From an optimization exercise on the open Yosys and OpenROAD flow, aimed at small area and a short achievable clock period; shortcuts taken in it are not production practice.
The RTL was checked by simulation tests, not by an equivalence proof against the original design.
Power is estimated from default activity; no workload was simulated.

==> design.v <==
module router_top(input clk,rstn,re_0,re_1,re_2,pkt_valid,
	      input[7:0]data_in,
	      output vld_out_0,vld_out_1,vld_out_2,err,busy,
	      output[7:0]data_out_0,data_out_1,data_out_2);
reg st_da, st_lfd, st_wte, st_ld, st_ffs, st_lp, st_laf, st_cpe;
reg [1:0] addr_q;       
reg [1:0] dst;          
reg       lfd;          
reg [7:0] rdata;        
reg [7:0] fbyte;        
reg [7:0] par;          
reg       parity_done, low_pkt_valid, err_q;
wire [2:0] sft;
wire [2:0] vld;
wire [2:0] full;
wire fifo_full = (dst == 2'd0) ? full[0] : (dst == 2'd1) ? full[1] : (dst == 2'd2) ? full[2] : 1'b0;
wire we_reg = st_ld | st_lp | st_laf;
wire rst_all = ~rstn | (|sft);
wire hdr_ok = pkt_valid & ~(data_in[1] & data_in[0]);
wire hdr_empty = (data_in[1:0] == 2'd0) ? ~vld[0] : (data_in[1:0] == 2'd1) ? ~vld[1] : ~vld[2];
wire wait_empty = (addr_q == 2'd0) ? ~vld[0] : (addr_q == 2'd1) ? ~vld[1] : (addr_q == 2'd2) ? ~vld[2] : 1'b0;
always @(posedge clk) begin
	if (rst_all) begin
		st_da <= 1'b1; st_lfd <= 1'b0; st_wte <= 1'b0; st_ld <= 1'b0;
		st_ffs <= 1'b0; st_lp <= 1'b0; st_laf <= 1'b0; st_cpe <= 1'b0;
	end else begin
		st_da  <= (st_da & ~hdr_ok) | (st_laf & parity_done) | (st_cpe & ~fifo_full);
		st_lfd <= (st_da & hdr_ok & hdr_empty) | (st_wte & wait_empty);
		st_wte <= (st_da & hdr_ok & ~hdr_empty) | (st_wte & ~wait_empty);
		st_ld  <= st_lfd | (st_ld & ~fifo_full & pkt_valid) | (st_laf & ~parity_done & ~low_pkt_valid);
		st_ffs <= fifo_full & (st_ld | st_ffs | st_cpe);
		st_lp  <= (st_ld & ~fifo_full & ~pkt_valid) | (st_laf & ~parity_done & low_pkt_valid);
		st_laf <= st_ffs & ~fifo_full;
		st_cpe <= st_lp;
	end
end
assign busy = ~(st_da | st_ld);
always @(posedge clk) begin
	if (~rstn) begin
		addr_q <= 2'd0;
		dst <= 2'd0;
		lfd <= 1'b0;
	end else begin
		addr_q <= data_in[1:0];
		if (st_da) dst <= data_in[1:0];
		lfd <= st_lfd;
	end
end
always @(posedge clk) begin
	if (~rstn) begin
		rdata <= 8'd0;
		fbyte <= 8'd0;
		par <= 8'd0;
		parity_done <= 1'b0;
		low_pkt_valid <= 1'b0;
		err_q <= 1'b0;
	end else begin
		if (st_da | (st_ld & ~fifo_full))
			rdata <= data_in;
		else if (st_laf)
			rdata <= fbyte;
		if (fifo_full)
			fbyte <= data_in;
		if (st_da)
			par <= data_in;
		else if (st_ld)
			par <= par ^ data_in;
		if (st_da)
			parity_done <= 1'b0;
		else if ((st_laf & low_pkt_valid & ~parity_done) | (st_ld & ~fifo_full & ~pkt_valid))
			parity_done <= 1'b1;
		if (st_cpe)
			low_pkt_valid <= 1'b0;
		else if (st_ld & ~pkt_valid)
			low_pkt_valid <= 1'b1;
		if (st_cpe)
			err_q <= |par;
	end
end
assign err = err_q;
wire [2:0] re = {re_2, re_1, re_0};
wire [7:0] dout [0:2];
genvar g;
generate for (g = 0; g < 3; g = g + 1) begin : q
	reg [134:0] mem;         
	reg [3:0]   idx;         
	reg [3:0]   wptr;        
	reg         nempty, nfull;
	reg [7:0]   data_out;
	reg [5:0]   cnt;         
	reg         cnt_zero;    
	reg [4:0]   tmo;         
	reg         sft_rst;
	reg [8:0] head;
	integer k;
	always @(*) begin
		head = mem[8:0];
		for (k = 1; k < 15; k = k + 1)
			if (idx == k) head = mem[9*k +: 9];
	end
	wire rd_try = re[g] & nempty;
	wire clr = cnt_zero & (|data_out);
	wire rd = rd_try & ~clr & ~sft_rst;
	wire wr = we_reg & (dst == g) & ~nfull & ~sft_rst;
	always @(posedge clk)
		if (wr) mem <= {mem[125:0], lfd, rdata};
	always @(posedge clk) begin
		if (~rstn | sft_rst) begin
			idx <= 4'd15;
			wptr <= 4'd0;
			nempty <= 1'b0;
			nfull <= 1'b0;
		end else begin
			if (wr)
				wptr <= wptr + 4'd1;
			if (wr & ~rd) begin
				idx <= idx + 4'd1;
				nempty <= (idx != 4'd14);
				nfull <= (idx == 4'd13) & (wptr != 4'd14);
			end else if (rd & ~wr) begin
				idx <= idx - 4'd1;
				nempty <= (idx != 4'd0);
				nfull <= 1'b0;
			end else if (rd & wr) begin
				nfull <= (idx == 4'd14) & (wptr != 4'd14);
			end
		end
	end
	always @(posedge clk) begin
		if (~rstn | sft_rst)
			data_out <= 8'd0;
		else if (clr)
			data_out <= 8'd0;
		else if (rd_try)
			data_out <= head[7:0];
	end
	always @(posedge clk) begin
		if (~rstn | sft_rst) begin
			cnt <= 6'd0;
			cnt_zero <= 1'b1;
		end else if (rd_try) begin
			if (head[8]) begin
				cnt <= head[7:2];
				cnt_zero <= 1'b0;
			end else if (~cnt_zero) begin
				cnt <= cnt - 6'd1;
				cnt_zero <= (cnt == 6'd0);
			end
		end
	end
	always @(posedge clk) begin
		if (~rstn | ~nempty | re[g]) begin
			tmo <= 5'd1;
			sft_rst <= 1'b0;
		end else if (tmo == 5'd30) begin
			tmo <= 5'd1;
			sft_rst <= 1'b1;
		end else begin
			tmo <= tmo + 5'd1;
			sft_rst <= 1'b0;
		end
	end
	assign vld[g] = nempty;
	assign full[g] = nfull;
	assign sft[g] = sft_rst;
	assign dout[g] = data_out;
end endgenerate
assign vld_out_0 = vld[0];
assign vld_out_1 = vld[1];
assign vld_out_2 = vld[2];
assign data_out_0 = dout[0];
assign data_out_1 = dout[1];
assign data_out_2 = dout[2];
endmodule
==> run.sh <==
#!/bin/bash
# synth_recipe.tcl (not shown) runs the flow's synth.tcl, then flattens the netlist and writes it again
# the make line also repeats each setting of config.mk as NAME=value (left out here)
make -C /OpenROAD-flow-scripts/flow DESIGN_CONFIG=/design/flow/config.mk WORK_HOME=/design/flow/orfs CLKGATE_MAP_FILE= SYNTH_SCRIPT=/design/flow/synth_recipe.tcl finish
==> config.mk <==
export PLATFORM = sky130hd
export DESIGN_NAME = router_top
export DESIGN_NICKNAME = router_top
export VERILOG_FILES = /design/flow/design.v
export SDC_FILE = /design/flow/constraint.sdc
export NUM_CORES = 4
export LEC_CHECK = 0
export CAP_MARGIN = 20
export CORE_MARGIN = 2
export CORE_UTILIZATION = 40
export SLEW_MARGIN = 20
==> constraint.sdc <==
create_clock -name core_clock -period 5.0 [get_ports {clk}]
set_input_delay 1.0000 -clock core_clock [delete_from_list [all_inputs] [get_ports {clk}]]
set_output_delay 1.0000 -clock core_clock [all_outputs]
set_load 0.01 [all_outputs]
==> run summary <==
==> cell usage in the layout, fill, tap and decap left out, types with 40 or more instances in the layout <==
master,count
a21oi_1,110
clkbuf_16,58
clkdlybuf4s50_1,42
dfxtp_1,130
edfxtp_1,405
inv_1,51
nand2_1,159
nand3_1,49
nor2_1,137
nor2b_1,54
o21ai_0,98
o22ai_1,40
==> power by group through the flow <==
stage / Sequential [mW] / Combinational [mW] / Clock, mW
floorplan: 5.04 / 0.588 / 0
global placement: 5.07 / 0.797 / 0
detailed placement: 5.08 / 0.804 / 0
CTS: 4.98 / 0.808 / 4.22
global route: 5.00 / 0.889 / 4.38
finish: 4.98 / 0.810 / 4.13
==> final timing paths <==
check | end
setup / recovery | q[2].cnt[5]
hold / removal | q[2].mem[57]
setup reg to reg | q[2].cnt[5]
hold reg to reg | q[2].mem[57]
==> layer usage <==
layer	routed length [um]	vias up
li1	-	7496
met1	26200	7920
met2	25400	567
met3	3780	103
met4	1580	4
met5	27	-
==> flip-flops by register name, indices dropped and copies added, names as in the netlist, 2 cells and up <==
signal      cells
q.sft_rst       3
q.idx          12
q.cnt_zero      3
q.data_out     24
q.cnt          18
par             8
addr_q          2
q.nempty        3
q.wptr         12
q.tmo          15
q.mem         405
dst             2
q.nfull         3
rdata           8
fbyte           8
==> logic make-up after synthesis <==
kind of cell    count (synthesis)  share of synthesized area (%)
simple gates                  608                           13.2
buf+inv                       185                           3.58
flops                         538                           62.7
compound gates                538                           15.7
xor+xnor                       27                           1.00
mux                            40                           1.74
fa+ha+maj                      39                           2.06
==> through the flow <==
| stage | utilization, % | instances |
|---|---|---|
| final | 45.2 | 2790 |
| after global routing | 45.2 | 2789 |
| after CTS | 45.2 | 2789 |
| after detailed placement | 42.1 | 2688 |
| after global placement | 42.1 | 2688 |
| after floorplan | - | 1975 |
==> critical path: cells and delay by family, from the launching register on <==
family / cells / cell delay (ns)
mux: 1 / 0.15
compound gates: 3 / 1.06
buf+inv: 2 / 0.39
simple gates: 2 / 0.66
flops: 1 / 0.36
fa+ha+maj: 1 / 0.63
==> area by class of cell <==
| cell class | count | area, um2 |
|---|---|---|
| fillers | 5267 | 32200 |
| flip-flops and latches | 538 | 14800 |
| multi-input cells | 1252 | 8040 |
| clock buffers | 76 | 1550 |
| well taps | 773 | 967 |
| repair buffers | 73 | 691 |
| clock inverters | 25 | 262 |
| inverters | 52 | 195 |
| diodes | 1 | 2.50 |
==> run summary <==
outcome no timing/DRC/antenna violations; pwr/cell area 374 mW/mm2; layout cells sized above 1 8.43%; leading area contributor after synthesis edfxtp_1; Post-synth ARST share 0%; DRT iter0 DRCs ~1700; Synth Instances approximately 2000; Synth Flop Type edfxtp_1; number of gates resized after cts 0; CP max stage delay 0.63 ns; fmax 298 MHz; # setup viols final 0; GRT Util Overall about 18%; CP Class reg -> reg; switching share of power 23.9%; largest net degree at the start of global routing approximately 140; Mapped Nets slightly above 2000; crit path from q[2].idx[0]; clock share of power 41.6%; peak supply drop 0.258 mV; Static Leak 8.78 nW; clock sink count 538; later-pin clock latency in the skew report 0.63 ns; Setup Fix Bufs, Post-CTS 0; Area contributors post-synth edfxtp_1, dfxtp_1, nand2_1, a21oi_1, nor2_1; DP Area about 0.025 mm2; CP Launch Type flop; Synth cell types 101; std cell rows 89; H-tree Lvls 2; R2R depth 9; Post-Place Worst Slack 1.49 ns; CTS Root Cell clkbuf_16; Slew Limit Fails 0; Switch Pwr ~2.4 mW; clock skew 0.0464 ns; hold path startpoint q[2].mem[48]; Detail Route Antenna Nets 0; CTS Buffer Depth 3; Worst-path clk slew 0.06 ns; Critical Path End Type flop; CP max stage cell ha_1; met2 Use GR 28.5%; Die Footprint roughly 0.061 mm2; Synth top cells by count edfxtp_1, nand2_1, nor2_1, dfxtp_1, a21oi_1; TritonCTS Buffers 57; setup ws final between 1.5 and 2 ns; final WL between 50000 and 60000 um; Reg2Reg Setup Slack around 1.6 ns; met3 usage 3.28%; Seq/Total Area, Yosys 62.7%; Yosys warnings 1; CTS tree built; period utilization 67.0%; vias per cell between 5 and 6; synthesized flop and latch total 538; RSZ-0062 raised after global routing false; starting density of the core 40.3%; top-area cell type share of the netlist area 51.4%; Final Wtd Congestion roughly 0.85; grt ovf 0; first-pass GRT wire length 88800 um; Hold Vio Cnt, Final 0; GR Util met1 26.1%; Required @ worst endpoint 5.52 ns; via count 16100; combinational power share 8.2%; Fin Hold WS 0.405 ns; number of port buffers 42; top fanout value on the critical path 29; First-pass DRT Iterations 7; die span in x 247 um; WP data arrival between 3 and 4 ns; # IOs 43; max-cap check violation count 0; hold depth 0; Internal 7.55 mW; Tot Pwr 9.92 mW; hpwl dp 37400 um; cell area after layout 0.0265 mm2; Final min period about 3.4 ns; GR peak layer met2; Final TNS setup 0 ns; vias in the first global route 15600; critical path, cell by cell inv_1, ha_1, buf_12, or3b_4, and3_1, o32a_1, o21ai_1, mux2i_1, a221oi_1; hold_buf cts 0; Syn Area/Cell around 12 um2; initial antenna violation count 2; Avg WL per Cell 20.4 um; Worst Tran Pin Value 1.10 ns; worst r2r src q[2].idx[0]; Worst slew margin 26.8%; Nets 2027; Layout area overhead 12.2%; Min-Delay Path Class reg -> reg; Die Y approximately 250 um; number of synthesized flops with an enable pin 405; synthesized area around 0.024 mm2; Core Area 0.0587 mm2; register share of total power 50.2%; dominant cell by count in the synthesized netlist edfxtp_1; # DRC 0

==> re-timing with driven ports <==
How much do the figures lean on ideal ports? The routed layout below was timed once more, with nothing changed but the port constraints. Step 1, drivers: a clkbuf_16 drives clk and a buf_2 each remaining input, both assumed. Step 2 also shifts input and output timing later by t, the mid clock arrival at the registers, as if the neighbouring blocks saw the same clock. Three values: no drivers, after step 1, after step 2; two values: the first two.
shift t [ns]: 0.661
setup WS [ns]: 1.648 / 1.648 / 1.439
worst setup path at the end: input to register
slew at the worst register clock pin (ns): 0.06 / 0.06
pins driven straight from the clock port: 1
After both steps this run still meets setup and hold. The setup slack of this run moves by 0.000 ns with the drivers and by -0.209 ns with both steps.
